Source: an optimization exercise on an open RTL-to-GDS flow (aim: small area and a short achievable clock period). Production flows keep margins and buffers that such runs may drop. RTL that was checked went through simulation tests only; none was proved equivalent to the original. Function not checked in run 1: the RTL went through the layout flow alone.

## flow/design.v (module list and top-level ports; edited modules follow where they fit)
// module PE: 1574 lines
module PE#(
    parameter d_width = 32,
    parameter a_width = 8,
    parameter iact_size =  5,
    parameter kernel_size = 3
)
(
    input start,
    input clk, rst_n,
    input [d_width -1 : 0] weight,
    input [d_width -1 : 0] iact,
    output reg load_weight,
    output reg load_iact,
    output reg done,
    output reg [d_width -1 : 0] pe_out
);
  // ...
==> flow/flow/run.sh <==
#!/bin/bash
# Layout flow: the standard layout (standard.sh) with these changes:
#  - the port buffers are buf_2 cells instead of the cell buffer_ports picks;
#  - timing repair aims at 6.8 ns of setup slack at the 10 ns clock, and
#    may only resize cells and swap pins (no buffers, no cloning).
set -euo pipefail
cat >> config.mk <<'EOC'
export BUFFER_PORTS_ARGS = -buffer_cell sky130_fd_sc_hd__buf_2
export SETUP_SLACK_MARGIN = 6.8
export SETUP_MOVE_SEQUENCE = sizeup,swap
EOC
bash standard.sh > standard.log 2>&1
==> flow/standard.sh <==
#!/bin/bash
# synth_recipe.tcl (not shown) runs the flow's synth.tcl, then flattens the netlist and writes it again
# the make line also repeats each setting of config.mk as NAME=value (left out here)
make -C /OpenROAD-flow-scripts/flow DESIGN_CONFIG=/design/flow/config.mk WORK_HOME=/design/flow/orfs CLKGATE_MAP_FILE= SYNTH_SCRIPT=/design/flow/synth_recipe.tcl "${@:-finish}"
==> flow/config.mk <==
export PLATFORM = sky130hd
export DESIGN_NAME = PE
export DESIGN_NICKNAME = PE
export VERILOG_FILES = /design/flow/design.v
export SDC_FILE = /design/flow/constraint.sdc
export NUM_CORES = 4
export LEC_CHECK = 0
export CAP_MARGIN = 20
export CORE_MARGIN = 2
export CORE_UTILIZATION = 60
export CTS_BUF_LIST = sky130_fd_sc_hd__clkbuf_16
export CTS_CLUSTER_DIAMETER = 60
export CTS_CLUSTER_SIZE = 30
export SLEW_MARGIN = 20
export BUFFER_PORTS_ARGS = -buffer_cell sky130_fd_sc_hd__buf_2
export SETUP_SLACK_MARGIN = 6.8
export SETUP_MOVE_SEQUENCE = sizeup,swap
==> flow/constraint.sdc <==
create_clock -name core_clock -period 10.0 [get_ports {clk}]
set_input_delay 2.0000 -clock core_clock [delete_from_list [all_inputs] [get_ports {clk}]]
set_output_delay 2.0000 -clock core_clock [all_outputs]
set_load 0.01 [all_outputs]
==> impl_metrics.json, run 1 <==
{
  "start_util_pct": 60.3,
  "hp-class": "reg -> reg",
  "netlist_instances": 2746,
  "slew_headroom_pct": 30.4,
  "fin_crit_sh_pct": 32.5,
  "grt_usage_pct": 28.9,
  "drt-total-wl_um": 69500,
  "htreeDepth": 2,
  "r2r_cells": 12,
  "cp-startpoint": "acc0_c[19]$_SDFF_PP0_",
  "status": "finished clean",
  "drv_slew": 0,
  "synth-simple-area-share_pct": 6.54,
  "ys_async_sr_fraction_pct": 8.81,
  "multi_input_area_um2": 17300,
  "diodes": 0,
  "synth-edff-count": 0,
  "critPathCaptureType": "flip-flop",
  "start_kind": "flip-flop",
  "r2r_end": "pe_out[30]$_DFF_PN0_",
  "seq_cell_count": 477,
  "gp_congestion": 0.900,
  "synthAdderAreaFrac_pct": 10.1,
  "seqCellArea_um2": 9810,
  "viasPerCell": 5.80,
  "cts_buffers": 38,
  "pre_cts_ws_ns": 6.47,
  "clock_sinks": 477
}
==> run 2, diff against run 1 <==
--- a/flow/design.v
+++ b/flow/design.v
@@ -27,17 +27,13 @@
     reg hold;    
-    always @(posedge clk) begin
-        ld_i <= (nc >= 5'd1) && (nc <= 5'd5);
-        ld_w <= (nc >= 5'd7) && (nc <= 5'd9);
-        clr  <= (nc == 5'd9) || (nc == 5'd14) || (nc == 5'd18);
-        tap4 <= (nc == 5'd14) || (nc == 5'd18) || (nc == 5'd19) || (nc == 5'd20);
-        hold <= (nc == 5'd12);
-    end
     reg outp;    
-    reg keep;    
     always @(posedge clk or negedge rst_n)
         if (!rst_n) begin
-            outp <= 1'b0; keep <= 1'b0;
+            ld_i <= 1'b0; ld_w <= 1'b0; clr <= 1'b0; tap4 <= 1'b0; hold <= 1'b0; outp <= 1'b0;
         end else begin
+            ld_i <= (nc >= 5'd1) && (nc <= 5'd5);
+            ld_w <= (nc >= 5'd7) && (nc <= 5'd9);
+            clr  <= (nc == 5'd9) || (nc == 5'd14) || (nc == 5'd18);
+            tap4 <= (nc == 5'd14) || (nc == 5'd18) || (nc == 5'd19) || (nc == 5'd20);
+            hold <= (nc == 5'd12);
             outp <= (nc == 5'd14) || (nc == 5'd18) || (nc == 5'd22);
-            keep <= (nc != 5'd0) && (nc != 5'd14) && (nc != 5'd18) && (nc != 5'd22);
         end
@@ -45,4 +41,2 @@
     reg [31:0] w0, w1, w2;
-    reg [31:0] a;           
-    reg [31:0] an;          
     always @(posedge clk) begin
@@ -50,10 +44,8 @@
         w0 <= w1; w1 <= w2; w2 <= ld_w ? weight : w0;
-        a <= tap4 ? r0 : r2;
-        an <= ~(tap4 ? r0 : r2);
     end
-    wire [32:0] bx = {w1, 1'b0};
+    wire [31:0] a = w0;
+    wire [32:0] bx = {tap4 ? r0 : r2, 1'b0};
     reg [15:0] one, two, neg;
-    reg [11:0] onen, twon, negn;
     integer k;
-    always @(posedge clk) begin
+    always @(posedge clk)
         for (k = 0; k < 16; k = k + 1) begin
@@ -63,11 +55,3 @@
         end
-        for (k = 0; k < 12; k = k + 1) begin
-            onen[k] <= ~(~hold & (bx[2*k+1] ^ bx[2*k]));
-            twon[k] <= ~(~hold & ((bx[2*k+2] & ~bx[2*k+1] & ~bx[2*k]) | (~bx[2*k+2] & bx[2*k+1] & bx[2*k])));
-            negn[k] <= ~(~hold & bx[2*k+2] & ~(bx[2*k+1] & bx[2*k]));
-        end
-    end
     reg [31:0] acc0_s, acc0_c;
-    wire [31:0] f0_s = acc0_s;
-    wire [31:0] f0_c = acc0_c;
     wire pp0_0 = ((one[0] & a[0]) | (two[0] & 1'b0)) ^ neg[0];
@@ -272,10 +256,10 @@
     wire pp7_31 = ((one[7] & a[17]) | (two[7] & a[16])) ^ neg[7];
-    wire u1 = f0_s[0] ^ neg[0];
-    wire c2 = u1 ? pp0_0 : f0_s[0];
+    wire u1 = acc0_s[0] ^ neg[0];
+    wire c2 = u1 ? pp0_0 : acc0_s[0];
     wire s3 = u1 ^ pp0_0;
-    wire u4 = f0_s[1] ^ f0_c[1];
-    wire c5 = u4 ? pp0_1 : f0_s[1];
+    wire u4 = acc0_s[1] ^ acc0_c[1];
+    wire c5 = u4 ? pp0_1 : acc0_s[1];
     wire s6 = u4 ^ pp0_1;
-    wire u7 = f0_s[2] ^ f0_c[2];
-    wire c8 = u7 ? neg[1] : f0_s[2];
+    wire u7 = acc0_s[2] ^ acc0_c[2];
+    wire c8 = u7 ? neg[1] : acc0_s[2];
     wire u9 = neg[1] ^ pp0_2;
@@ -284,4 +268,4 @@
     wire s12 = u10 ^ pp1_2;
-    wire u13 = f0_s[3] ^ f0_c[3];
-    wire c14 = u13 ? c8 : f0_s[3];
+    wire u13 = acc0_s[3] ^ acc0_c[3];
+    wire c14 = u13 ? c8 : acc0_s[3];
     wire u15 = c8 ^ pp0_3;
@@ -290,4 +274,4 @@
     wire s18 = u16 ^ pp1_3;
-    wire u19 = f0_s[4] ^ f0_c[4];
-    wire c20 = u19 ? neg[2] : f0_s[4];
+    wire u19 = acc0_s[4] ^ acc0_c[4];
+    wire c20 = u19 ? neg[2] : acc0_s[4];
     wire u21 = neg[2] ^ pp0_4;
@@ -299,4 +283,4 @@
     wire s27 = u25 ^ c14;
-    wire u28 = f0_s[5] ^ f0_c[5];
-    wire c29 = u28 ? c20 : f0_s[5];
+    wire u28 = acc0_s[5] ^ acc0_c[5];
+    wire c29 = u28 ? c20 : acc0_s[5];
     wire u30 = pp0_5 ^ pp1_5;
@@ -308,4 +292,4 @@
     wire s36 = u34 ^ c23;
-    wire u37 = f0_s[6] ^ f0_c[6];
-    wire c38 = u37 ? neg[3] : f0_s[6];
+    wire u37 = acc0_s[6] ^ acc0_c[6];
+    wire c38 = u37 ? neg[3] : acc0_s[6];
     wire u39 = neg[3] ^ pp0_6;
@@ -320,4 +304,4 @@
     wire s48 = u46 ^ s44;
-    wire u49 = f0_s[7] ^ f0_c[7];
-    wire c50 = u49 ? c38 : f0_s[7];
+    wire u49 = acc0_s[7] ^ acc0_c[7];
+    wire c50 = u49 ? c38 : acc0_s[7];
     wire u51 = pp0_7 ^ pp1_7;
@@ -332,4 +316,4 @@
     wire s60 = u58 ^ c41;
-    wire u61 = f0_s[8] ^ f0_c[8];
-    wire c62 = u61 ? neg[4] : f0_s[8];
+    wire u61 = acc0_s[8] ^ acc0_c[8];
+    wire c62 = u61 ? neg[4] : acc0_s[8];
     wire u63 = neg[4] ^ pp0_8;
@@ -347,4 +331,4 @@
     wire s75 = u73 ^ s71;
-    wire u76 = f0_s[9] ^ f0_c[9];
-    wire c77 = u76 ? c62 : f0_s[9];
+    wire u76 = acc0_s[9] ^ acc0_c[9];
+    wire c77 = u76 ? c62 : acc0_s[9];
     wire u78 = pp0_9 ^ pp1_9;
@@ -362,4 +346,4 @@
     wire s90 = u88 ^ c70;
-    wire u91 = f0_s[10] ^ f0_c[10];
-    wire c92 = u91 ? neg[5] : f0_s[10];
+    wire u91 = acc0_s[10] ^ acc0_c[10];
+    wire c92 = u91 ? neg[5] : acc0_s[10];
     wire u93 = neg[5] ^ pp0_10;
@@ -380,4 +364,4 @@
     wire s108 = u106 ^ c86;
-    wire u109 = f0_s[11] ^ f0_c[11];
-    wire c110 = u109 ? c92 : f0_s[11];
+    wire u109 = acc0_s[11] ^ acc0_c[11];
+    wire c110 = u109 ? c92 : acc0_s[11];
     wire u111 = pp0_11 ^ pp1_11;
@@ -398,4 +382,4 @@
     wire s126 = u124 ^ c104;
-    wire u127 = f0_s[12] ^ f0_c[12];
-    wire c128 = u127 ? neg[6] : f0_s[12];
+    wire u127 = acc0_s[12] ^ acc0_c[12];
+    wire c128 = u127 ? neg[6] : acc0_s[12];
     wire u129 = neg[6] ^ pp0_12;
@@ -419,4 +403,4 @@
     wire s147 = u145 ^ c121;
-    wire u148 = f0_s[13] ^ f0_c[13];
-    wire c149 = u148 ? c128 : f0_s[13];
+    wire u148 = acc0_s[13] ^ acc0_c[13];
+    wire c149 = u148 ? c128 : acc0_s[13];
     wire u150 = pp0_13 ^ pp1_13;
@@ -440,4 +424,4 @@
     wire s168 = u166 ^ s164;
-    wire u169 = f0_s[14] ^ f0_c[14];
-    wire c170 = u169 ? neg[7] : f0_s[14];
+    wire u169 = acc0_s[14] ^ acc0_c[14];
+    wire c170 = u169 ? neg[7] : acc0_s[14];
     wire u171 = neg[7] ^ pp0_14;
@@ -464,4 +448,4 @@
     wire s192 = u190 ^ c163;
-    wire u193 = f0_s[15] ^ f0_c[15];
-    wire c194 = u193 ? c170 : f0_s[15];
+    wire u193 = acc0_s[15] ^ acc0_c[15];
+    wire c194 = u193 ? c170 : acc0_s[15];
     wire u195 = pp0_15 ^ pp1_15;
@@ -488,4 +472,4 @@
     wire s216 = u214 ^ c188;
-    wire u217 = f0_s[16] ^ f0_c[16];
-    wire c218 = u217 ? pp0_16 : f0_s[16];
+    wire u217 = acc0_s[16] ^ acc0_c[16];
+    wire c218 = u217 ? pp0_16 : acc0_s[16];
     wire u219 = pp1_16 ^ pp2_16;
@@ -512,4 +496,4 @@
     wire s240 = u238 ^ c212;
-    wire u241 = f0_s[17] ^ f0_c[17];
-    wire c242 = u241 ? pp0_17 : f0_s[17];
+    wire u241 = acc0_s[17] ^ acc0_c[17];
+    wire c242 = u241 ? pp0_17 : acc0_s[17];
     wire u243 = pp1_17 ^ pp2_17;
@@ -536,4 +520,4 @@
     wire s264 = u262 ^ c236;
-    wire u265 = f0_s[18] ^ f0_c[18];
-    wire c266 = u265 ? pp0_18 : f0_s[18];
+    wire u265 = acc0_s[18] ^ acc0_c[18];
+    wire c266 = u265 ? pp0_18 : acc0_s[18];
     wire u267 = pp1_18 ^ pp2_18;
@@ -560,4 +544,4 @@
     wire s288 = u286 ^ c260;
-    wire u289 = f0_s[19] ^ f0_c[19];
-    wire c290 = u289 ? pp0_19 : f0_s[19];
+    wire u289 = acc0_s[19] ^ acc0_c[19];
+    wire c290 = u289 ? pp0_19 : acc0_s[19];
     wire u291 = pp1_19 ^ pp2_19;
@@ -584,4 +568,4 @@
     wire s312 = u310 ^ c284;
-    wire u313 = f0_s[20] ^ f0_c[20];
-    wire c314 = u313 ? pp0_20 : f0_s[20];
+    wire u313 = acc0_s[20] ^ acc0_c[20];
+    wire c314 = u313 ? pp0_20 : acc0_s[20];
     wire u315 = pp1_20 ^ pp2_20;
@@ -608,4 +592,4 @@
     wire s336 = u334 ^ c308;
-    wire u337 = f0_s[21] ^ f0_c[21];
-    wire c338 = u337 ? pp0_21 : f0_s[21];
+    wire u337 = acc0_s[21] ^ acc0_c[21];
+    wire c338 = u337 ? pp0_21 : acc0_s[21];
     wire u339 = pp1_21 ^ pp2_21;
@@ -632,4 +616,4 @@
     wire s360 = u358 ^ c332;
-    wire u361 = f0_s[22] ^ f0_c[22];
-    wire c362 = u361 ? pp0_22 : f0_s[22];
+    wire u361 = acc0_s[22] ^ acc0_c[22];
+    wire c362 = u361 ? pp0_22 : acc0_s[22];
     wire u363 = pp1_22 ^ pp2_22;
@@ -656,4 +640,4 @@
     wire s384 = u382 ^ c356;
-    wire u385 = f0_s[23] ^ f0_c[23];
-    wire c386 = u385 ? pp0_23 : f0_s[23];
+    wire u385 = acc0_s[23] ^ acc0_c[23];
+    wire c386 = u385 ? pp0_23 : acc0_s[23];
     wire u387 = pp1_23 ^ pp2_23;
@@ -680,4 +664,4 @@
     wire s408 = u406 ^ c380;
-    wire u409 = f0_s[24] ^ f0_c[24];
-    wire c410 = u409 ? pp0_24 : f0_s[24];
+    wire u409 = acc0_s[24] ^ acc0_c[24];
+    wire c410 = u409 ? pp0_24 : acc0_s[24];
     wire u411 = pp1_24 ^ pp2_24;
@@ -704,4 +688,4 @@
     wire s432 = u430 ^ c404;
-    wire u433 = f0_s[25] ^ f0_c[25];
-    wire c434 = u433 ? pp0_25 : f0_s[25];
+    wire u433 = acc0_s[25] ^ acc0_c[25];
+    wire c434 = u433 ? pp0_25 : acc0_s[25];
     wire u435 = pp1_25 ^ pp2_25;
@@ -728,4 +712,4 @@
     wire s456 = u454 ^ c428;
-    wire u457 = f0_s[26] ^ f0_c[26];
-    wire c458 = u457 ? pp0_26 : f0_s[26];
+    wire u457 = acc0_s[26] ^ acc0_c[26];
+    wire c458 = u457 ? pp0_26 : acc0_s[26];
     wire u459 = pp1_26 ^ pp2_26;
@@ -752,4 +736,4 @@
     wire s480 = u478 ^ c452;
-    wire u481 = f0_s[27] ^ f0_c[27];
-    wire c482 = u481 ? pp0_27 : f0_s[27];
+    wire u481 = acc0_s[27] ^ acc0_c[27];
+    wire c482 = u481 ? pp0_27 : acc0_s[27];
     wire u483 = pp1_27 ^ pp2_27;
@@ -776,4 +760,4 @@
     wire s504 = u502 ^ c476;
-    wire u505 = f0_s[28] ^ f0_c[28];
-    wire c506 = u505 ? pp0_28 : f0_s[28];
+    wire u505 = acc0_s[28] ^ acc0_c[28];
+    wire c506 = u505 ? pp0_28 : acc0_s[28];
     wire u507 = pp1_28 ^ pp2_28;
@@ -800,4 +784,4 @@
     wire s528 = u526 ^ c500;
-    wire u529 = f0_s[29] ^ f0_c[29];
-    wire c530 = u529 ? pp0_29 : f0_s[29];
+    wire u529 = acc0_s[29] ^ acc0_c[29];
+    wire c530 = u529 ? pp0_29 : acc0_s[29];
     wire u531 = pp1_29 ^ pp2_29;
@@ -824,4 +808,4 @@
     wire s552 = u550 ^ c524;
-    wire u553 = f0_s[30] ^ f0_c[30];
-    wire c554 = u553 ? pp0_30 : f0_s[30];
+    wire u553 = acc0_s[30] ^ acc0_c[30];
+    wire c554 = u553 ? pp0_30 : acc0_s[30];
     wire u555 = pp1_30 ^ pp2_30;
@@ -848,3 +832,3 @@
     wire s576 = u574 ^ c548;
-    wire x577 = f0_s[31] ^ f0_c[31];
+    wire x577 = acc0_s[31] ^ acc0_c[31];
     wire x578 = x577 ^ pp0_31;
@@ -934,4 +918,2 @@
     reg [31:16] acc1_s, acc1_c;
-    wire [31:16] f1_s = acc1_s;
-    wire [31:16] f1_c = acc1_c;
     wire pp8_16 = ((one[8] & a[0]) | (two[8] & 1'b0)) ^ neg[8];
@@ -1008,10 +990,10 @@
     wire pp15_31 = ((one[15] & a[1]) | (two[15] & a[0])) ^ neg[15];
-    wire u593 = f1_s[16] ^ neg[8];
-    wire c594 = u593 ? pp8_16 : f1_s[16];
+    wire u593 = acc1_s[16] ^ neg[8];
+    wire c594 = u593 ? pp8_16 : acc1_s[16];
     wire s595 = u593 ^ pp8_16;
-    wire u596 = f1_s[17] ^ f1_c[17];
-    wire c597 = u596 ? pp8_17 : f1_s[17];
+    wire u596 = acc1_s[17] ^ acc1_c[17];
+    wire c597 = u596 ? pp8_17 : acc1_s[17];
     wire s598 = u596 ^ pp8_17;
-    wire u599 = f1_s[18] ^ f1_c[18];
-    wire c600 = u599 ? neg[9] : f1_s[18];
+    wire u599 = acc1_s[18] ^ acc1_c[18];
+    wire c600 = u599 ? neg[9] : acc1_s[18];
     wire u601 = neg[9] ^ pp8_18;
@@ -1020,4 +1002,4 @@
     wire s604 = u602 ^ pp9_18;
-    wire u605 = f1_s[19] ^ f1_c[19];
-    wire c606 = u605 ? c600 : f1_s[19];
+    wire u605 = acc1_s[19] ^ acc1_c[19];
+    wire c606 = u605 ? c600 : acc1_s[19];
     wire u607 = c600 ^ pp8_19;
@@ -1026,4 +1008,4 @@
     wire s610 = u608 ^ pp9_19;
-    wire u611 = f1_s[20] ^ f1_c[20];
-    wire c612 = u611 ? neg[10] : f1_s[20];
+    wire u611 = acc1_s[20] ^ acc1_c[20];
+    wire c612 = u611 ? neg[10] : acc1_s[20];
     wire u613 = neg[10] ^ pp8_20;
@@ -1035,4 +1017,4 @@
     wire s619 = u617 ^ c606;
-    wire u620 = f1_s[21] ^ f1_c[21];
-    wire c621 = u620 ? c612 : f1_s[21];
+    wire u620 = acc1_s[21] ^ acc1_c[21];
+    wire c621 = u620 ? c612 : acc1_s[21];
     wire u622 = pp8_21 ^ pp9_21;
@@ -1044,4 +1026,4 @@
     wire s628 = u626 ^ c615;
-    wire u629 = f1_s[22] ^ f1_c[22];
-    wire c630 = u629 ? neg[11] : f1_s[22];
+    wire u629 = acc1_s[22] ^ acc1_c[22];
+    wire c630 = u629 ? neg[11] : acc1_s[22];
     wire u631 = neg[11] ^ pp8_22;
@@ -1056,4 +1038,4 @@
     wire s640 = u638 ^ s636;
-    wire u641 = f1_s[23] ^ f1_c[23];
-    wire c642 = u641 ? c630 : f1_s[23];
+    wire u641 = acc1_s[23] ^ acc1_c[23];
+    wire c642 = u641 ? c630 : acc1_s[23];
     wire u643 = pp8_23 ^ pp9_23;
@@ -1068,4 +1050,4 @@
     wire s652 = u650 ^ c633;
-    wire u653 = f1_s[24] ^ f1_c[24];
-    wire c654 = u653 ? neg[12] : f1_s[24];
+    wire u653 = acc1_s[24] ^ acc1_c[24];
+    wire c654 = u653 ? neg[12] : acc1_s[24];
     wire u655 = neg[12] ^ pp8_24;
@@ -1083,4 +1065,4 @@
     wire s667 = u665 ^ s663;
-    wire u668 = f1_s[25] ^ f1_c[25];
-    wire c669 = u668 ? c654 : f1_s[25];
+    wire u668 = acc1_s[25] ^ acc1_c[25];
+    wire c669 = u668 ? c654 : acc1_s[25];
     wire u670 = pp8_25 ^ pp9_25;
@@ -1098,4 +1080,4 @@
     wire s682 = u680 ^ c662;
-    wire u683 = f1_s[26] ^ f1_c[26];
-    wire c684 = u683 ? neg[13] : f1_s[26];
+    wire u683 = acc1_s[26] ^ acc1_c[26];
+    wire c684 = u683 ? neg[13] : acc1_s[26];
     wire u685 = neg[13] ^ pp8_26;
@@ -1116,4 +1098,4 @@
     wire s700 = u698 ^ c678;
-    wire u701 = f1_s[27] ^ f1_c[27];
-    wire c702 = u701 ? c684 : f1_s[27];
+    wire u701 = acc1_s[27] ^ acc1_c[27];
+    wire c702 = u701 ? c684 : acc1_s[27];
     wire u703 = pp8_27 ^ pp9_27;
@@ -1134,4 +1116,4 @@
     wire s718 = u716 ^ c696;
-    wire u719 = f1_s[28] ^ f1_c[28];
-    wire c720 = u719 ? neg[14] : f1_s[28];
+    wire u719 = acc1_s[28] ^ acc1_c[28];
+    wire c720 = u719 ? neg[14] : acc1_s[28];
     wire u721 = neg[14] ^ pp8_28;
@@ -1155,4 +1137,4 @@
     wire s739 = u737 ^ c713;
-    wire u740 = f1_s[29] ^ f1_c[29];
-    wire c741 = u740 ? c720 : f1_s[29];
+    wire u740 = acc1_s[29] ^ acc1_c[29];
+    wire c741 = u740 ? c720 : acc1_s[29];
     wire u742 = pp8_29 ^ pp9_29;
@@ -1176,4 +1158,4 @@
     wire s760 = u758 ^ s756;
-    wire u761 = f1_s[30] ^ f1_c[30];
-    wire c762 = u761 ? neg[15] : f1_s[30];
+    wire u761 = acc1_s[30] ^ acc1_c[30];
+    wire c762 = u761 ? neg[15] : acc1_s[30];
     wire u763 = neg[15] ^ pp8_30;
@@ -1200,3 +1182,3 @@
     wire s784 = u782 ^ c755;
-    wire x785 = f1_s[31] ^ f1_c[31];
+    wire x785 = acc1_s[31] ^ acc1_c[31];
     wire x786 = x785 ^ c762;
@@ -1567,7 +1549,9 @@
             load_iact <= 1'b0; load_weight <= 1'b0; done <= 1'b0; pe_out <= 32'd0;
+        end else if (cnt == 5'd0) begin
+            load_iact <= 1'b0; load_weight <= 1'b0; done <= 1'b0; pe_out <= 32'd0;
         end else begin
-            load_iact <= (cnt != 5'd0) && (load_iact || cnt == 5'd6);
-            load_weight <= (cnt != 5'd0) && (load_weight || cnt == 5'd10);
+            if (cnt == 5'd6) load_iact <= 1'b1;
+            if (cnt == 5'd10) load_weight <= 1'b1;
             done <= outp;
-            pe_out <= ({32{outp}} & sum) | ({32{keep}} & pe_out);
+            if (outp) pe_out <= sum;
         end
==> run 2 against run 1 <==
Against the previous run: count of clock-buffer cells in the layout is 8 lower; critical path depth increased by 2; global-route usage decreased by 0.26 points; final cell count shrank 0.44%; first-iteration DRC count decreased by 4.5%; critical endpoint is now pe_out[31]$_DFFE_PN0P_; via count is 0.45% lower.
==> impl_metrics.json, run 2 <==
{
  "status": "finished clean",
  "fill_cells": 3662,
  "fin_nets": 2883,
  "drtAntennaViolNets": 0,
  "setup_viol": 0,
  "r2r-start": "acc0_c[18]$_SDFF_PP0_",
  "whs_ns": 0.326,
  "clk_path_buf_depth": 3,
  "clock_sinks": 444,
  "synth-compound-area-share_pct": 11.6,
  "cp-endpoint": "pe_out[31]$_DFFE_PN0P_",
  "grt_util_met2_pct": 46.0,
  "final_cell_mix": "628 x xnor2_1, 362 x dfxtp_1, 246 x a22oi_1",
  "cts.clk_slew.worst_paths_ns": 0.10,
  "netlist_instances": 2764,
  "r2r_cells": 14,
  "finalSetupTns_ns": 0,
  "dp.cells": 3312,
  "die_h_um": 215,
  "start_util_pct": 60.6,
  "grt-busiest-layer": "met2",
  "synth_top_area_share_pct": 29.9,
  "vias": 19518,
  "yosys_warnings": 1,
  "diodes": 0,
  "gp_congestion": 0.891,
  "firstDrtPassIters": 6,
  "drc_errors": 0,
  "dieArea_um2": 46200,
  "grt_pass1_vias": 19280,
  "seq_area_frac_synth_pct": 34.2,
  "max_freq_ghz": 0.311,
  "met1_usage_pct": 39.7,
  "synth_area_per_cell_um2": 9.65,
  "area_growth_pct": 9.74,
  "critPathKind": "reg -> reg",
  "ys_async_sr_fraction_pct": 10.4,
  "coreArea_um2": 44000,
  "cts_tree": "done",
  "drv_slew": 0,
  "slew_headroom_pct": 27.0,
  "critPathMaxFanout": 4,
  "synth.area.top_cells": "dfxtp_1 30%, xnor2_1 22%, a22oi_1 7.1%, maj3_1 6.6%, xor2_1 5.2%",
  "final_area_um2": 29300,
  "hold_buffers": 0,
  "ys_seq_elements": 444,
  "drv_cap": 0,
  "overflow": 0,
  "worstPathCellList": "maj3_2, xnor2_2, xnor2_2, ha_4, a21o_1, a21o_1, a21oi_2, o21ai_2, a221oi_2, a21bo_4, a31oi_4, o21ai_2, xnor2_1, a211oi_1",
  "hp-class": "reg -> reg",
  "clock_latency_ns": 0.63,
  "synth_area_um2": 26700,
  "wl_per_cell_um": 19.9,
  "slowest_stage": "dfxtp_4",
  "rows": 77,
  "synthMuxAreaShare_pct": 5.37,
  "place_area_um2": 27400,
  "yosysMostFrequentCell": "xnor2_1",
  "yosysTopAreaCell": "dfxtp_1",
  "synth-simple-area-share_pct": 7.05,
  "min_period_ns": 3.22,
  "synthFlopType": "dfxtp_1",
  "synth_top_family_by_area": "XOR/XNOR gates",
  "regToRegSetupSlack_ns": 6.78,
  "start_kind": "flip-flop",
  "mostFrequentLayoutCell": "xnor2_1",
  "drive_gt1_share_pct": 14.3,
  "hold_path.startpoint": "r4[25]$_DFF_P_",
  "skew_ns": 0.0404,
  "met3_usage_pct": 3.69,
  "ys_types": 61,
  "required_ns": 10.51,
  "worst-path-buf-inv": 0,
  "ios": 102,
  "min_path_cells": 0,
  "drt-total-wl_um": 66900,
  "max_stage_delay_ns": 0.38,
  "synth-edff-count": 0,
  "max_slew.worst_pin.slew_ns": 1.08,
  "hold_violations": 0,
  "synth_xor_area_share_pct": 27.8,
  "grt_start_max_net_pins": 65,
  "antenna_found_initial": 0,
  "hpwl_um": 46500,
  "rsz0062_at_grt": "yes",
  "arrival_ns": 3.72,
  "viasPerCell": 5.80,
  "syn-num-nets": 2894,
  "grt_usage_pct": 28.6,
  "root_buffer": "clkbuf_16",
  "fp.dieW_um": 215,
  "fin_crit_sh_pct": 32.2,
  "synth_common_cells": "656 x xnor2_1, 398 x dfxtp_1, 252 x a22oi_1, 181 x nor2_1, 175 x maj3_1",
  "cp-startpoint": "acc0_c[18]$_SDFF_PP0_",
  "pre_cts_ws_ns": 6.51,
  "critPathCaptureType": "flip-flop",
  "fin_ws_ns": 6.78,
  "htreeDepth": 1,
  "synthAdderAreaFrac_pct": 9.90,
  "r2r_end": "pe_out[31]$_DFFE_PN0P_",
  "crit_family": "compound AO/OA/AOI/OAI gates",
  "cts_buffers": 31,
  "drt_iter0_markers": 1411,
  "cp_num_cells": 14,
  "finalNonFillerCells": 3367,
  "grt_pass1_wl_um": 106000,
  "portBuffers": 101
}
## run 2: timing repair
action                                  CTS  global route
endpoints found under the setup margin   40            53
endpoints found under the hold margin     0             0
resized for setup                        64            80
pin swaps                                18            29
buffers inserted                          0             0
## run 2: cells by family (layout without fill, tap and decap cells)
kind of cell	count (synthesis)	in the layout
adder cells (fa/ha/maj)	245	245
AO/OA/AOI/OAI	447	447
flip-flops	444	444
multiplexers	133	133
AND/OR/NAND/NOR	424	424
XOR/XNOR	827	827
buffers and inverters	244	255
## run 2: worst min path at each step
stage	endpoint
detailed placement	r0[5]$_DFF_P_
global placement	w1[1]$_DFF_P_
global route	w0[27]$_DFF_P_
floorplan	r0[0]$_DFF_P_
finish	r3[25]$_DFF_P_
CTS	w0[27]$_DFF_P_
## run 2: routing by layer
| metal | wire length, um | up-vias |
|---|---|---|
| met5 | 0 | - |
| met4 | 1960 | 0 |
| met3 | 4720 | 135 |
| met2 | 30400 | 686 |
| met1 | 29800 | 9377 |
| li1 | - | 9320 |
## run 2: per-stage QoR
| step | util [%] |
|---|---|
| after floorplan | - |
| after global placement | 62.2 |
| after detailed placement | 62.2 |
| after CTS | 65.7 |
| after global routing | 66.5 |
| final | 66.5 |
## run 2: worst register-to-register path, delay by kind of cell (launching register included)
| family | cells | cell delay, ns |
|---|---|---|
| xor+xnor | 3 | 0.52 |
| fa+ha+maj | 2 | 0.60 |
| flops | 1 | 0.38 |
| compound gates | 9 | 1.65 |
## run 2: final cells by class
| cell class | instances | area [um^2] | share of cell area (%) |
|---|---|---|---|
| clock buffers | 31 | 776 | 2.65 |
| multi-input cells | 2076 | 16900 | 57.7 |
| clock inverters | 24 | 505 | 1.73 |
| well taps | 592 | 741 | 2.53 |
| repair buffers | 140 | 926 | 3.16 |
| inverters | 60 | 225 | 0.769 |
| flip-flops and latches | 444 | 9200 | 31.4 |
==> run 3, diff against run 2 <==
--- a/flow/config.mk
+++ b/flow/config.mk
@@ -9,6 +9,6 @@
 export CORE_MARGIN = 2
-export CORE_UTILIZATION = 60
+export CORE_UTILIZATION = 70
 export CTS_BUF_LIST = sky130_fd_sc_hd__clkbuf_16
-export CTS_CLUSTER_DIAMETER = 60
-export CTS_CLUSTER_SIZE = 30
+export CTS_CLUSTER_DIAMETER = 100
+export CTS_CLUSTER_SIZE = 32
 export SLEW_MARGIN = 20
==> run 3 against run 2 <==
Against the previous run: critical endpoint unchanged; critical path depth stayed put; area after synthesis stayed put; final cell count is 3.4% lower; clock skew is 0.014 ns lower; register-to-register slack better by 0.02 ns; design area is 3.3% lower; first-iteration DRC count is 1.6% higher.
==> impl_metrics.json, run 3 <==
{
  "hold_violations": 0,
  "grt_pass1_wl_um": 103000,
  "vias": 19737,
  "synth_common_cells": "656 x xnor2_1, 398 x dfxtp_1, 252 x a22oi_1, 181 x nor2_1, 175 x maj3_1",
  "max_slew.worst_pin.slew_ns": 1.01,
  "hold_path.startpoint": "w1[5]$_DFF_P_",
  "firstDrtPassIters": 7,
  "drt_iter0_markers": 1433,
  "yosys_warnings": 1,
  "synth_area_per_cell_um2": 9.65,
  "slowest_stage": "dfxtp_4",
  "grt_usage_pct": 32.6,
  "area_growth_pct": 6.07,
  "slew_headroom_pct": 32.8,
  "critPathKind": "reg -> reg",
  "htreeDepth": 1,
  "synth.area.top_cells": "dfxtp_1 30%, xnor2_1 22%, a22oi_1 7.1%, maj3_1 6.6%, xor2_1 5.2%",
  "r2r-start": "acc0_s[18]$_SDFF_PP0_",
  "cts.clk_slew.worst_paths_ns": 0.12,
  "synth_area_um2": 26700,
  "crit_top_cell": "a21o_1",
  "fp.dieW_um": 199,
  "diodes": 0,
  "grt_start_max_net_pins": 64,
  "clk_path_buf_depth": 3,
  "critPathMaxFanout": 4,
  "hpwl_um": 45500,
  "seq_area_frac_synth_pct": 34.2,
  "drv_cap": 0,
  "coreArea_um2": 37600,
  "portBuffers": 101,
  "dp.cells": 3229,
  "critPathCaptureType": "flip-flop",
  "rsz0062_at_grt": "yes",
  "viasPerCell": 6.07,
  "wl_per_cell_um": 20.0,
  "finalNonFillerCells": 3254,
  "overflow": 0,
  "ys_seq_elements": 444,
  "highest_layer": "met4",
  "clock_latency_ns": 0.57,
  "netlist_instances": 2764,
  "worstPathCellList": "xor2_4, xor2_2, maj3_2, ha_4, a21o_1, a21o_1, a21oi_1, o21ai_1, a221oi_1, a21bo_2, a31oi_4, o21ai_2, xnor2_1, a211oi_1",
  "drtAntennaViolNets": 0,
  "start_kind": "flip-flop",
  "drive_gt1_share_pct": 12.5,
  "cts_buffers": 18,
  "synthFlopType": "dfxtp_1",
  "max_stage_delay_ns": 0.38,
  "wl_met2_um": 30000,
  "max_freq_ghz": 0.313,
  "finalSetupTns_ns": 0,
  "drc_errors": 0,
  "wl_met3_um": 5320,
  "syn-num-nets": 2894,
  "status": "finished clean",
  "start_util_pct": 71.0,
  "drt-met1-wl_um": 27800,
  "hp-class": "reg -> reg",
  "cp-startpoint": "acc0_s[18]$_SDFF_PP0_",
  "grt_pass1_vias": 19756,
  "cts_tree": "done",
  "ys_async_sr_fraction_pct": 10.4,
  "yosysTopAreaCell": "dfxtp_1",
  "gp_congestion": 0.893,
  "required_ns": 10.46,
  "rows": 71,
  "fill_cells": 2828,
  "synth_top_area_share_pct": 29.9,
  "postLayoutCoreUtil_pct": 75.3,
  "fin_nets": 2868,
  "whs_ns": 0.324,
  "ys_types": 61,
  "final_cell_mix": "634 x xnor2_1, 361 x dfxtp_1, 249 x a22oi_1",
  "arrival_ns": 3.66,
  "synth-edff-count": 0,
  "min_period_ns": 3.19,
  "skew_ns": 0.0264,
  "yosysMostFrequentCell": "xnor2_1",
  "setup_viol": 0,
  "antenna_found_initial": 0,
  "dieArea_um2": 39700,
  "mostFrequentLayoutCell": "xnor2_1",
  "hold_buffers": 0,
  "die_h_um": 199,
  "drt-total-wl_um": 65200,
  "root_buffer": "clkbuf_16",
  "clock_sinks": 444,
  "drv_slew": 0,
  "ios": 102,
  "fin_crit_sh_pct": 31.9
}
-- run 3: path summary, 6_finish.rpt --
kind	end	slack, ns	depth (start not counted)
max	pe_out[31]$_DFFE_PN0P_	6.81	14
min	w0[5]$_DFF_P_	0.32	0
max reg2reg	pe_out[31]$_DFFE_PN0P_	6.81	14
min reg2reg	w0[5]$_DFF_P_	0.32	0
max in group asynchronous	pe_out[31]$_DFFE_PN0P_	8.17	1
min in group asynchronous	load_weight$_DFFE_PN0P_	1.41	1
-- run 3: final cells by class --
type / count / area [um^2] / area share (%)
well taps: 511 / 639 / 2.26
clock buffers: 19 / 475 / 1.68
clock inverters: 6 / 73.8 / 0.261
multi-input cells: 2076 / 16800 / 59.3
inverters: 60 / 225 / 0.796
repair buffers: 138 / 903 / 3.19
flip-flops and latches: 444 / 9190 / 32.5
-- run 3: timing repair --
| item | CTS | global route |
|---|---|---|
| resized for setup | 49 | 72 |
| pin swaps | 16 | 20 |
| setup buffers | 0 | 0 |
| endpoints found under the setup margin | 39 | 39 |
-- run 3: metrics by stage --
stage / worst slack, ns / cell area (um^2)
floorplan: 6.83 / 26700
global placement: 6.61 / 27300
detailed placement: 6.55 / 27300
CTS: 6.80 / 28000
global route: 6.68 / 28300
finish: 6.81 / 28300
-- run 3: metal layers --
metal	up-vias	GRT usage [%]
li1	9269	-
met1	9498	43.6
met2	806	53.9
met3	164	4.34
met4	0	12.3
met5	-	0
-- run 3: cells by family after synthesis --
group	Yosys count	synth area share, %
compound gates	447	11.6
xor+xnor	827	27.8
fa+ha+maj	245	9.90
buf+inv	244	4.14
flops	444	34.2
mux	133	5.37
simple gates	424	7.05
-- run 3: worst max-delay path: cells and delay by family (launching register included) --
kind,cells,cell delay (ns)
XOR/XNOR,3,0.50
adder cells (fa/ha/maj),2,0.63
AO/OA/AOI/OAI,9,1.60
flip-flops,1,0.38
==> run 4, diff against run 3 <==
--- a/flow/config.mk
+++ b/flow/config.mk
@@ -9,3 +9,3 @@
 export CORE_MARGIN = 2
-export CORE_UTILIZATION = 70
+export CORE_UTILIZATION = 60
 export CTS_BUF_LIST = sky130_fd_sc_hd__clkbuf_16
==> run 4 against run 3 <==
Against the previous run: still clean; via count fell by 1.2%; worst setup slack improved by 0.022 ns; core utilization shrank 11 points; area after synthesis unchanged; fmax rose by 0.69%; synthesized cell count is the same; worst hold slack worse by 0.034 ns; register-to-register slack improved by 0.02 ns; non-clock buffer count is 2 higher.
==> impl_metrics.json, run 4 <==
{
  "drt_iter0_markers": 1353,
  "drc_errors": 0,
  "dieArea_um2": 46200,
  "highest_layer": "met4",
  "cp-startpoint": "acc1_s[18]$_SDFF_PP0_",
  "fp.dieW_um": 215,
  "clock_sinks": 444,
  "coreArea_um2": 44000,
  "hold_buffers": 0,
  "fin_nets": 2871,
  "yosysMostFrequentCell": "xnor2_1",
  "max_freq_ghz": 0.315,
  "ios": 102,
  "critPathKind": "reg -> reg",
  "wl_per_cell_um": 19.8,
  "synth_area_um2": 26700,
  "syn-num-nets": 2894,
  "slew_headroom_pct": 30.6,
  "vias": 19491,
  "yosys_warnings": 1,
  "hold_violations": 0,
  "final_cell_mix": "627 x xnor2_1, 361 x dfxtp_1, 247 x a22oi_1",
  "rows": 77,
  "root_buffer": "clkbuf_16",
  "hpwl_um": 46500,
  "whs_ns": 0.290,
  "viasPerCell": 5.84,
  "max_slew.worst_pin.slew_ns": 1.04,
  "r2r-start": "acc1_s[18]$_SDFF_PP0_",
  "post_cts_buffers": 0,
  "clock_latency_ns": 0.58,
  "mostFrequentLayoutCell": "xnor2_1",
  "start_util_pct": 60.6,
  "die_h_um": 215,
  "grt_pass1_vias": 19038,
  "clk_path_buf_depth": 3,
  "grt_start_max_net_pins": 65,
  "wl_met3_um": 4380,
  "drv_cap": 0,
  "wl_met2_um": 30200,
  "firstDrtPassIters": 6,
  "critPathCaptureType": "flip-flop",
  "fin_crit_sh_pct": 31.7,
  "finalSetupTns_ns": 0,
  "overflow": 0,
  "fill_cells": 3751,
  "grt_usage_pct": 28.1,
  "synth.area.top_cells": "dfxtp_1 30%, xnor2_1 22%, a22oi_1 7.1%, maj3_1 6.6%, xor2_1 5.2%",
  "skew_ns": 0.0422,
  "cts_buffers": 19,
  "synth_top_area_share_pct": 29.9,
  "ys_seq_elements": 444,
  "synth-edff-count": 0,
  "start_kind": "flip-flop",
  "synth_area_per_cell_um2": 9.65,
  "seq_area_frac_synth_pct": 34.2,
  "rsz0062_at_grt": "yes",
  "hp-class": "reg -> reg",
  "synth_common_cells": "656 x xnor2_1, 398 x dfxtp_1, 252 x a22oi_1, 181 x nor2_1, 175 x maj3_1",
  "status": "finished clean",
  "drive_gt1_share_pct": 13.3,
  "drt-total-wl_um": 66100,
  "htreeDepth": 1,
  "r2r_cells": 14,
  "portBuffers": 101,
  "cp-endpoint": "pe_out[30]$_DFFE_PN0P_",
  "yosysTopAreaCell": "dfxtp_1",
  "ys_async_sr_fraction_pct": 10.4,
  "required_ns": 10.49,
  "setup_viol": 0,
  "gp_congestion": 0.891,
  "synthFlopType": "dfxtp_1",
  "cts_tree": "done",
  "antenna_found_initial": 0,
  "ys_types": 61,
  "diodes": 0,
  "arrival_ns": 3.66,
  "critPathMaxFanout": 4,
  "drt-met1-wl_um": 29600,
  "drtAntennaViolNets": 0,
  "min_period_ns": 3.17,
  "place_area_um2": 27400,
  "grt_pass1_wl_um": 105000,
  "drv_slew": 0,
  "cts.clk_slew.worst_paths_ns": 0.12,
  "r2r_end": "pe_out[30]$_DFFE_PN0P_",
  "regToRegSetupSlack_ns": 6.83,
  "final_area_um2": 28500,
  "netlist_instances": 2764,
  "area_growth_pct": 6.85
}
[run 4: cell counts after synthesis]
No cell type changed its count.
[run 4: layout make-up]
| type | count | area, um^2 | area share (%) |
|---|---|---|---|
| multi-input cells | 2076 | 16900 | 59.3 |
| clock inverters | 9 | 93.8 | 0.329 |
| repair buffers | 140 | 875 | 3.07 |
| clock buffers | 19 | 475 | 1.67 |
| flip-flops and latches | 444 | 9200 | 32.3 |
| well taps | 592 | 741 | 2.60 |
| inverters | 60 | 225 | 0.790 |
[run 4: critical path: stages, from the launching register on]
cell	delay, ns
dfxtp_4	0.38
maj3_2	0.34
xnor2_2	0.16
xnor2_2	0.22
ha_4	0.25
a21o_1	0.16
a21o_1	0.17
a21oi_2	0.13
o21ai_2	0.09
a221oi_2	0.25
a21bo_4	0.28
a31oi_4	0.18
o21bai_2	0.11
and3_1	0.15
nor4_1	0.22
[run 4: per-layer routing]
layer / track usage (%) / up-vias
met4: 9.00 / 0
met2: 45.4 / 675
li1: - / 9288
met1: 39.3 / 9405
met3: 3.28 / 123
met5: 0 / -
[run 4: repair_timing]
item                                    4_1_cts  5_1_grt
pin swaps                                     9       36
resized for setup                            52       76
endpoints found under the setup margin       36       37
[run 4: worst min-delay path by stage]
stage               depth (start not counted)  slack, ns           start             end
finish                                      0       0.29  w1[19]$_DFF_P_  w0[19]$_DFF_P_
global route                                0       0.29  w1[19]$_DFF_P_  w0[19]$_DFF_P_
CTS                                         0       0.28  w1[19]$_DFF_P_  w0[19]$_DFF_P_
detailed placement                          0       0.31   r1[5]$_DFF_P_   r0[5]$_DFF_P_
global placement                            0       0.31   w2[1]$_DFF_P_   w1[1]$_DFF_P_
floorplan                                   0       0.31   r1[0]$_DFF_P_   r0[0]$_DFF_P_
[run 4: kinds of logic after synthesis]
group,synth area share (%)
xor+xnor,27.8
flops,34.2
buf+inv,4.14
compound gates,11.6
mux,5.37
simple gates,7.05
fa+ha+maj,9.90
[run 4: per-stage QoR]
step / util, % / setup WS, ns / cells
2_1_floorplan: - / 6.83 / 2764
3_3_place_gp: 62.2 / 6.54 / 3312
3_5_place_dp: 62.2 / 6.51 / 3312
4_1_cts: 63.9 / 6.81 / 3340
5_1_grt: 64.8 / 6.64 / 3340
6_report: 64.8 / 6.83 / 3340
==> run 5, diff against run 4 <==
--- a/flow/config.mk
+++ b/flow/config.mk
@@ -13,2 +13,3 @@
 export CTS_CLUSTER_SIZE = 32
+export PLACE_DENSITY = 0.75
 export SLEW_MARGIN = 20
==> run 5 against run 4 <==
Against the previous run: worst setup slack better by 0.011 ns; final cell count fell by 0.15%; sequential share of layout area up 0.19 points; via count hardly changed; synthesized cell count unchanged; wire length decreased by 3.6%; register-to-register slack about the same; critical path type unchanged; largest cell class unchanged.
==> impl_metrics.json, run 5 <==
{
  "setup_viol": 0,
  "slew_headroom_pct": 24.3,
  "finalSetupTns_ns": 0,
  "clock_sinks": 444,
  "grt_usage_pct": 27.2,
  "coreArea_um2": 44000,
  "required_ns": 10.49,
  "ys_types": 61,
  "pre_cts_ws_ns": 6.55,
  "netlist_instances": 2764,
  "die_h_um": 215,
  "whs_endpoint": "w0[12]$_DFF_P_",
  "fp.dieW_um": 215,
  "dieArea_um2": 46200,
  "drtAntennaViolNets": 0,
  "clk_path_buf_depth": 3,
  "rsz0062_at_grt": "yes",
  "htreeDepth": 1,
  "firstDrtPassIters": 6,
  "grt_start_max_net_pins": 95,
  "synth_top_area_share_pct": 29.9,
  "drv_slew": 0,
  "max_freq_ghz": 0.316,
  "fin_ws_ns": 6.84,
  "r2r-start": "acc1_s[18]$_SDFF_PP0_",
  "fill_cells": 3598,
  "synth_area_um2": 26700,
  "yosysTopAreaCell": "dfxtp_1",
  "multi_input_area_um2": 16800,
  "hold_buffers": 0,
  "hold_violations": 0,
  "start_kind": "flip-flop",
  "antenna_found_initial": 0,
  "cts_buffers": 19,
  "seqCellArea_um2": 9210,
  "drt-total-wl_um": 63700,
  "fin_nets": 2866,
  "drc_errors": 0,
  "arrival_ns": 3.65,
  "r2r_cells": 14,
  "synth_common_cells": "656 x xnor2_1, 398 x dfxtp_1, 252 x a22oi_1, 181 x nor2_1, 175 x maj3_1",
  "yosys_warnings": 1,
  "root_buffer": "clkbuf_16",
  "gp_congestion": 0.907,
  "final_cell_mix": "638 x xnor2_1, 356 x dfxtp_1, 249 x a22oi_1",
  "hpwl_um": 45000,
  "synth.area.top_cells": "dfxtp_1 30%, xnor2_1 22%, a22oi_1 7.1%, maj3_1 6.6%, xor2_1 5.2%",
  "cts.clk_slew.worst_paths_ns": 0.13,
  "min_path_cells": 0,
  "max_slew.worst_pin.slew_ns": 1.13,
  "wl_per_cell_um": 19.1,
  "postLayoutCoreUtil_pct": 64.4,
  "ys_async_sr_fraction_pct": 10.4,
  "critPathMaxFanout": 4,
  "synth_area_per_cell_um2": 9.65,
  "yosysMostFrequentCell": "xnor2_1",
  "ys_seq_elements": 444,
  "vias": 19489,
  "hp-class": "reg -> reg",
  "drive_gt1_share_pct": 12.7,
  "grt_pass1_vias": 19811,
  "clock_latency_ns": 0.59,
  "grt_pass1_wl_um": 103000,
  "ios": 102,
  "viasPerCell": 5.84,
  "post_cts_buffers": 0,
  "diodes": 0,
  "whs_ns": 0.285,
  "hold_path.startpoint": "w1[12]$_DFF_P_",
  "synthFlopType": "dfxtp_1",
  "rows": 77,
  "drt_iter0_markers": 1433,
  "syn-num-nets": 2894,
  "area_growth_pct": 6.33,
  "start_util_pct": 60.6,
  "critPathCaptureType": "flip-flop",
  "r2r_end": "pe_out[30]$_DFFE_PN0P_",
  "critPathKind": "reg -> reg",
  "status": "finished clean",
  "mostFrequentLayoutCell": "xnor2_1",
  "seq_area_frac_synth_pct": 34.2,
  "portBuffers": 101,
  "skew_ns": 0.0571,
  "cts_tree": "done",
  "fin_crit_sh_pct": 31.6,
  "drv_cap": 0,
  "min_period_ns": 3.16,
  "synth-edff-count": 0,
  "regToRegSetupSlack_ns": 6.84,
  "overflow": 0
}
==> run 5: cells by family after synthesis <==
group / after synthesis / share of synthesized area (%)
xor gates and xnor gates: 827 / 27.8
AOI/OAI and AO/OA: 447 / 11.6
DFF: 444 / 34.2
and+or+nand+nor: 424 / 7.05
adders and majority gates: 245 / 9.90
buffers and inverters: 244 / 4.14
muxes: 133 / 5.37
==> run 5: through the flow <==
stage | area (um^2) | instances
floorplan | 26700 | 2764
global placement | 27400 | 3307
detailed placement | 27400 | 3307
CTS | 28100 | 3335
global route | 28400 | 3335
finish | 28400 | 3335
==> run 5: per-layer routing <==
layer	global-route usage [%]	routed length (um)	vias up
li1	-	-	9276
met4	8.82	1750	0
met3	3.82	4200	120
met1	36.9	28200	9449
met2	44.7	29600	644
met5	0	0	-
==> run 5: cell type report <==
cell class	instances	area share, %
Clock buffer	19	1.68
Clock inverter	9	0.348
Inverter	60	0.794
Multi-Input combinational cell	2076	59.1
Sequential cell	444	32.5
Tap cell	592	2.61
Timing Repair Buffer	135	2.97
==> run 5: worst max path at each step <==
stage,slack (ns),startpoint,cells after the start,end
4_1_cts,6.80,acc0_s[18]$_SDFF_PP0_,14,pe_out[30]$_DFFE_PN0P_
5_1_grt,6.70,acc1_s[18]$_SDFF_PP0_,14,pe_out[31]$_DFFE_PN0P_
3_3_place_gp,6.68,one[0]$_DFF_P_,11,acc0_s[29]$_SDFF_PP0_
6_report,6.84,acc1_s[18]$_SDFF_PP0_,14,pe_out[30]$_DFFE_PN0P_
3_5_place_dp,6.55,one[5]$_DFF_P_,11,acc0_s[25]$_SDFF_PP0_
2_1_floorplan,6.83,acc0_s[18]$_SDFF_PP0_,14,pe_out[30]$_DFFE_PN0P_
==> run 5: worst max-delay path, stage by stage, from the launching register on <==
cell and delay (ns):
dfxtp_4 0.39, maj3_2 0.34, xnor2_2 0.16, xnor2_2 0.19, ha_4 0.25, a21o_1 0.18
a21o_1 0.19, a21oi_2 0.15, o21ai_2 0.07, a221oi_2 0.19, a21bo_2 0.29, a31oi_4 0.20
o21bai_2 0.10, and3_1 0.15, nor4_1 0.22
==> run 5: timing repair <==
item / 4_1_cts / 5_1_grt
pin swaps: 14 / 22
endpoints found under the setup margin: 34 / 35
gates resized for setup: 53 / 68
==> run 6, diff against run 5 <==
==> flow/flow/run.sh (replaced) <==
#!/bin/bash
# Layout flow: the standard layout (standard.sh) with these changes:
#  - the port buffers are buf_2 cells instead of the cell buffer_ports picks;
#  - timing repair aims at 7.0 ns of setup slack at the 10 ns clock, and
#    may only resize cells and swap pins (no buffers, no cloning).
set -euo pipefail
cat >> config.mk <<'EOC'
export BUFFER_PORTS_ARGS = -buffer_cell sky130_fd_sc_hd__buf_2
export SETUP_SLACK_MARGIN = 7.0
export SETUP_MOVE_SEQUENCE = sizeup,swap
EOC
bash standard.sh > standard.log 2>&1
--- a/flow/config.mk
+++ b/flow/config.mk
@@ -13,6 +13,5 @@
 export CTS_CLUSTER_SIZE = 32
-export PLACE_DENSITY = 0.75
 export SLEW_MARGIN = 20
 export BUFFER_PORTS_ARGS = -buffer_cell sky130_fd_sc_hd__buf_2
-export SETUP_SLACK_MARGIN = 6.8
+export SETUP_SLACK_MARGIN = 7.0
 export SETUP_MOVE_SEQUENCE = sizeup,swap
==> run 6 against run 5 <==
Against the previous run: worst setup slack got worse by 0.00054 ns; wire length up 3.7%; critical path type is now reg -> out; count of clock-buffer cells in the layout stayed put; via count is 0.92% lower; non-clock buffer count rose by 7; still clean.
==> impl_metrics.json, run 6 <==
{
  "status": "finished clean",
  "min_path_cells": 0,
  "syn-num-nets": 2894,
  "drv_slew": 0,
  "drt_iter0_markers": 1217,
  "hold_path.startpoint": "w1[25]$_DFF_P_",
  "netlist_instances": 2764,
  "critPathCaptureType": "primary output",
  "diodes": 0,
  "whs_ns": 0.314,
  "hp-class": "reg -> reg",
  "hold_buffers": 0,
  "fin_nets": 2873,
  "drc_errors": 0,
  "portBuffers": 101,
  "max_slew.worst_pin.slew_ns": 1.10,
  "worst-path-buf-inv": 1,
  "grt_pass1_wl_um": 105000,
  "critPathMaxFanout": 2,
  "cts_buffers": 19,
  "coreArea_um2": 44000,
  "root_buffer": "clkbuf_16",
  "max_freq_ghz": 0.316,
  "critPathKind": "reg -> out",
  "clock_sinks": 444,
  "ys_types": 61,
  "min_period_ns": 3.16,
  "r2r_end": "pe_out[31]$_DFFE_PN0P_",
  "mostFrequentLayoutCell": "xnor2_1",
  "firstDrtPassIters": 6,
  "dieArea_um2": 46200,
  "grt_pass1_vias": 19334,
  "clock_latency_ns": 0.59,
  "hpwl_um": 46000,
  "whs_endpoint": "w0[25]$_DFF_P_",
  "slew_headroom_pct": 26.2,
  "slowest_stage": "dfrtp_1",
  "grt_usage_pct": 28.3,
  "arrival_ns": 1.16,
  "r2r_cells": 14,
  "clk_path_buf_depth": 3,
  "gp_congestion": 0.847,
  "grt_start_max_net_pins": 66,
  "start_kind": "flip-flop",
  "finalSetupTns_ns": 0,
  "skew_ns": 0.0363,
  "area_growth_pct": 9.13,
  "cts.clk_slew.worst_paths_ns": 0.11,
  "ios": 102,
  "htreeDepth": 1,
  "crit_family": "flip-flops",
  "max_stage_delay_ns": 0.43,
  "hold_violations": 0,
  "drive_gt1_share_pct": 15.7,
  "die_h_um": 215,
  "viasPerCell": 5.78,
  "synth.area.top_cells": "dfxtp_1 30%, xnor2_1 22%, a22oi_1 7.1%, maj3_1 6.6%, xor2_1 5.2%",
  "synth-edff-count": 0,
  "synthFlopType": "dfxtp_1",
  "synth_area_um2": 26700,
  "yosysMostFrequentCell": "xnor2_1",
  "regToRegSetupSlack_ns": 6.84,
  "required_ns": 8.00,
  "overflow": 0,
  "synth_common_cells": "656 x xnor2_1, 398 x dfxtp_1, 252 x a22oi_1, 181 x nor2_1, 175 x maj3_1",
  "drv_cap": 0,
  "wl_per_cell_um": 19.8,
  "synth_area_per_cell_um2": 9.65,
  "ys_async_sr_fraction_pct": 10.4,
  "synth_top_area_share_pct": 29.9,
  "yosysTopAreaCell": "dfxtp_1",
  "post_cts_buffers": 0,
  "vias": 19310,
  "yosys_warnings": 1,
  "rows": 77,
  "rsz0062_at_grt": "yes",
  "final_cell_mix": "614 x xnor2_1, 349 x dfxtp_1, 234 x a22oi_1",
  "fill_cells": 3687,
  "antenna_found_initial": 0,
  "cts_tree": "done",
  "fin_crit_sh_pct": 31.6,
  "start_util_pct": 60.6,
  "ys_seq_elements": 444,
  "worstPathCellList": "buf_2",
  "setup_viol": 0,
  "fp.dieW_um": 215,
  "seq_area_frac_synth_pct": 34.2,
  "multi_input_area_um2": 17200,
  "drtAntennaViolNets": 0,
  "seqCellArea_um2": 9230,
  "r2r-start": "acc0_c[18]$_SDFF_PP0_",
  "drt-total-wl_um": 66100
}
run 6: cell counts after synthesis:
Identical to the previous run, type by type.
run 6: timing repair:
item	CTS	global route
gates resized for setup	112	151
pin swaps	33	76
endpoints found under the setup margin	82	84
run 6: kinds of logic (layout without fill, tap and decap cells):
| group | after synthesis | after routing | share of synthesized area, % |
|---|---|---|---|
| AOI/OAI and AO/OA | 447 | 447 | 11.6 |
| xor gates and xnor gates | 827 | 827 | 27.8 |
| adders and majority gates | 245 | 245 | 9.90 |
| buffers and inverters | 244 | 229 | 4.14 |
| DFF | 444 | 444 | 34.2 |
| muxes | 133 | 133 | 5.37 |
| and+or+nand+nor | 424 | 424 | 7.05 |
run 6: worst max-delay path by stage:
stage	startpoint	end	slack (ns)	cells after the start
6_report	pe_out[29]$_DFFE_PN0P_	pe_out[29]	6.84	1
5_1_grt	one[0]$_DFF_P_	acc0_s[29]$_SDFF_PP0_	6.70	12
4_1_cts	acc0_c[18]$_SDFF_PP0_	pe_out[31]$_DFFE_PN0P_	6.80	14
3_5_place_dp	one[0]$_DFF_P_	acc0_s[29]$_SDFF_PP0_	6.53	11
3_3_place_gp	one[0]$_DFF_P_	acc0_s[29]$_SDFF_PP0_	6.55	11
2_1_floorplan	acc0_c[18]$_SDFF_PP0_	pe_out[30]$_DFFE_PN0P_	7.00	14
run 6: final cells by class:
cell class,instances,area share [%]
clock buffers,19,1.63
clock inverters,8,0.357
inverters,60,0.773
multi-input cells,2076,59.1
flip-flops and latches,444,31.7
well taps,592,2.54
repair buffers,142,3.92
run 6: routing by layer:
metal	track usage [%]	vias up	share of wire, %
met4	9.40	0	2.8
met3	4.12	103	6.0
li1	-	9283	-
met1	37.7	9377	44
met5	0	-	0
met2	47.2	547	47
run 6: metrics by stage:
stage          worst slack [ns]  cells  area [um^2]  util (%)
6_report                   6.84   3341        29100      66.1
5_1_grt                    6.70   3341        29100      66.1
4_1_cts                    6.80   3341        28500      64.7
3_5_place_dp               6.53   3314        27400      62.3
3_3_place_gp               6.55   3314        27400      62.3
2_1_floorplan              7.00   2764        26700         -
==> run 7, diff against run 6 <==
--- a/flow/config.mk
+++ b/flow/config.mk
@@ -14,2 +14,3 @@
 export SLEW_MARGIN = 20
+export TNS_END_PERCENT = 30
 export BUFFER_PORTS_ARGS = -buffer_cell sky130_fd_sc_hd__buf_2
==> run 7 against run 6 <==
Against the previous run: highest routed layer unchanged; critical path depth unchanged; still clean; critical path type unchanged; synthesized cell count did not move; largest cell class unchanged; via count down 0.17%; non-clock buffer count stayed put; core utilization shrank 0.42 points; critical endpoint unchanged; sequential share of layout area is 0.17 points higher; first-iteration DRC count grew 5.4%; clock skew decreased by 0.0012 ns.
==> impl_metrics.json, run 7 <==
{
  "die_h_um": 215,
  "gp_congestion": 0.847,
  "drive_gt1_share_pct": 14.9,
  "synth_top_area_share_pct": 29.9,
  "arrival_ns": 1.16,
  "start_kind": "flip-flop",
  "min_period_ns": 3.16,
  "final_cell_mix": "623 x xnor2_1, 354 x dfxtp_1, 239 x a22oi_1",
  "worst-path-buf-inv": 1,
  "grt_start_max_net_pins": 66,
  "drt-total-wl_um": 66200,
  "ys_async_sr_fraction_pct": 10.4,
  "root_buffer": "clkbuf_16",
  "fin_nets": 2873,
  "drv_slew": 0,
  "post_cts_buffers": 0,
  "cts_tree": "done",
  "finalSetupTns_ns": 0,
  "coreArea_um2": 44000,
  "seq_area_frac_synth_pct": 34.2,
  "ios": 102,
  "min_path_cells": 0,
  "synth_area_um2": 26700,
  "setup_viol": 0,
  "r2r_cells": 14,
  "mostFrequentLayoutCell": "xnor2_1",
  "hpwl_um": 46000,
  "status": "finished clean",
  "vias": 19277,
  "cp-endpoint": "pe_out[29]",
  "cp-startpoint": "pe_out[29]$_DFFE_PN0P_",
  "critPathCaptureType": "primary output",
  "grt_pass1_vias": 19322,
  "drt_iter0_markers": 1283,
  "area_growth_pct": 8.44,
  "slowest_stage": "dfrtp_1",
  "max_stage_delay_ns": 0.43,
  "slew_headroom_pct": 26.8,
  "yosysMostFrequentCell": "xnor2_1",
  "place_area_um2": 27400,
  "fin_crit_sh_pct": 31.6,
  "overflow": 0,
  "hp-class": "reg -> reg",
  "ys_types": 61,
  "final_area_um2": 28900,
  "drt-met1-wl_um": 29700,
  "synthFlopType": "dfxtp_1",
  "synth-edff-count": 0,
  "required_ns": 8.00,
  "wl_per_cell_um": 19.8,
  "crit_family": "flip-flops",
  "drc_errors": 0,
  "synth.area.top_cells": "dfxtp_1 30%, xnor2_1 22%, a22oi_1 7.1%, maj3_1 6.6%, xor2_1 5.2%",
  "clock_latency_ns": 0.58,
  "grt_usage_pct": 28.2,
  "clock_sinks": 444,
  "cts.clk_slew.worst_paths_ns": 0.11,
  "cp_num_cells": 1,
  "firstDrtPassIters": 6,
  "cts_buffers": 19,
  "clk_path_buf_depth": 3,
  "syn-num-nets": 2894,
  "htreeDepth": 1,
  "drtAntennaViolNets": 0,
  "portBuffers": 101,
  "ys_seq_elements": 444,
  "grt_pass1_wl_um": 105000,
  "r2r-start": "acc0_c[18]$_SDFF_PP0_",
  "max_freq_ghz": 0.316,
  "synth_common_cells": "656 x xnor2_1, 398 x dfxtp_1, 252 x a22oi_1, 181 x nor2_1, 175 x maj3_1",
  "netlist_instances": 2764,
  "skew_ns": 0.0351,
  "viasPerCell": 5.77,
  "antenna_found_initial": 0,
  "synth_area_per_cell_um2": 9.65,
  "start_util_pct": 60.6,
  "yosys_warnings": 1,
  "hold_buffers": 0,
  "max_slew.worst_pin.slew_ns": 1.09,
  "wl_met2_um": 30800,
  "critPathKind": "reg -> out",
  "rsz0062_at_grt": "yes",
  "r2r_end": "pe_out[31]$_DFFE_PN0P_",
  "drv_cap": 0,
  "highest_layer": "met4",
  "wl_met3_um": 3860,
  "hold_violations": 0,
  "fp.dieW_um": 215,
  "rows": 77,
  "worstPathCellList": "buf_2",
  "diodes": 0,
  "regToRegSetupSlack_ns": 6.85,
  "dieArea_um2": 46200,
  "critPathMaxFanout": 2,
  "yosysTopAreaCell": "dfxtp_1"
}
run 7: metrics by stage:
| step | instances | setup slack (ns) | hold WS, ns | util, % |
|---|---|---|---|---|
| floorplan | 2764 | 7.00 | 0.310 | - |
| detailed placement | 3314 | 6.53 | 0.312 | 62.3 |
| global placement | 3314 | 6.55 | 0.310 | 62.3 |
| CTS | 3341 | 6.80 | 0.325 | 64.5 |
| global route | 3341 | 6.68 | 0.336 | 65.7 |
| finish | 3341 | 6.84 | 0.316 | 65.7 |
run 7: routing by layer:
metal,vias up,track usage [%]
li1,9285,-
met1,9365,37.6
met2,529,47.1
met3,98,4.13
met4,0,9.49
met5,-,0
run 7: area by class of cell:
type | instances | area, um^2
flip-flops and latches | 444 | 9220
well taps | 592 | 741
clock buffers | 19 | 475
inverters | 60 | 225
repair buffers | 142 | 1070
fillers | 3710 | 15100
multi-input cells | 2076 | 17100
clock inverters | 8 | 104
run 7: timing repair:
action	CTS	global route
endpoints found under the setup margin	82	92
pin swaps	31	51
gates resized for setup	98	128
run 7: kinds of logic after synthesis:
family	after synthesis	synth area share, %
and+or+nand+nor	424	7.05
adders and majority gates	245	9.90
xor gates and xnor gates	827	27.8
AOI/OAI and AO/OA	447	11.6
buffers and inverters	244	4.14
DFF	444	34.2
muxes	133	5.37
run 7: worst min path at each step:
stage,from,endpoint
after floorplan,r1[0]$_DFF_P_,r0[0]$_DFF_P_
after global placement,w1[6]$_DFF_P_,w0[6]$_DFF_P_
after detailed placement,r3[7]$_DFF_P_,r2[7]$_DFF_P_
after CTS,w1[25]$_DFF_P_,w0[25]$_DFF_P_
after global routing,w1[12]$_DFF_P_,w0[12]$_DFF_P_
final,w1[25]$_DFF_P_,w0[25]$_DFF_P_

==> afterwards: timing with drivers on the ports <==
In the flow no input, the clock included, has a driving cell. The finished layouts below were timed again as built, in two steps.
Step 1 sets driving cells, clkbuf_16 on the clock port and buf_2 on the other inputs (assumed; they add their load-dependent delay and slew).
Step 2 adds t to the input delays and takes it off the output delays; t is the mean of the earliest and latest rising clock arrival at the registers after step 1. Input paths then give back, and output paths get back, about the clock's delay inside the block.
a / b / c = ideal / step 1 / step 2; a / b = the first two.
run | t, ns | setup WS [ns] | worst setup path after step 2 | worst register clock-pin slew, ns
run 1 | 0.640 | 6.753 / 6.753 / 6.513 | input to register | 0.11 / 0.11
run 2 | 0.666 | 6.783 / 6.763 / 6.745 | input to register | 0.10 / 0.10
run 3 | 0.608 | 6.806 / 6.806 / 6.770 | input to register | 0.12 / 0.12
run 4 | 0.625 | 6.828 / 6.819 / 6.696 | input to register | 0.12 / 0.12
run 5 | 0.623 | 6.839 / 6.786 / 6.839 | register to register | 0.13 / 0.13
run 6 | 0.628 | 6.838 / 6.779 / 6.532 | input to register | 0.12 / 0.12
run 7 | 0.625 | 6.835 / 6.776 / 6.528 | input to register | 0.12 / 0.12
After both steps every run listed still meets setup and hold. For run 7, which loses most, drivers alone change the setup slack by -0.059 ns; drivers and shift together by -0.307 ns.
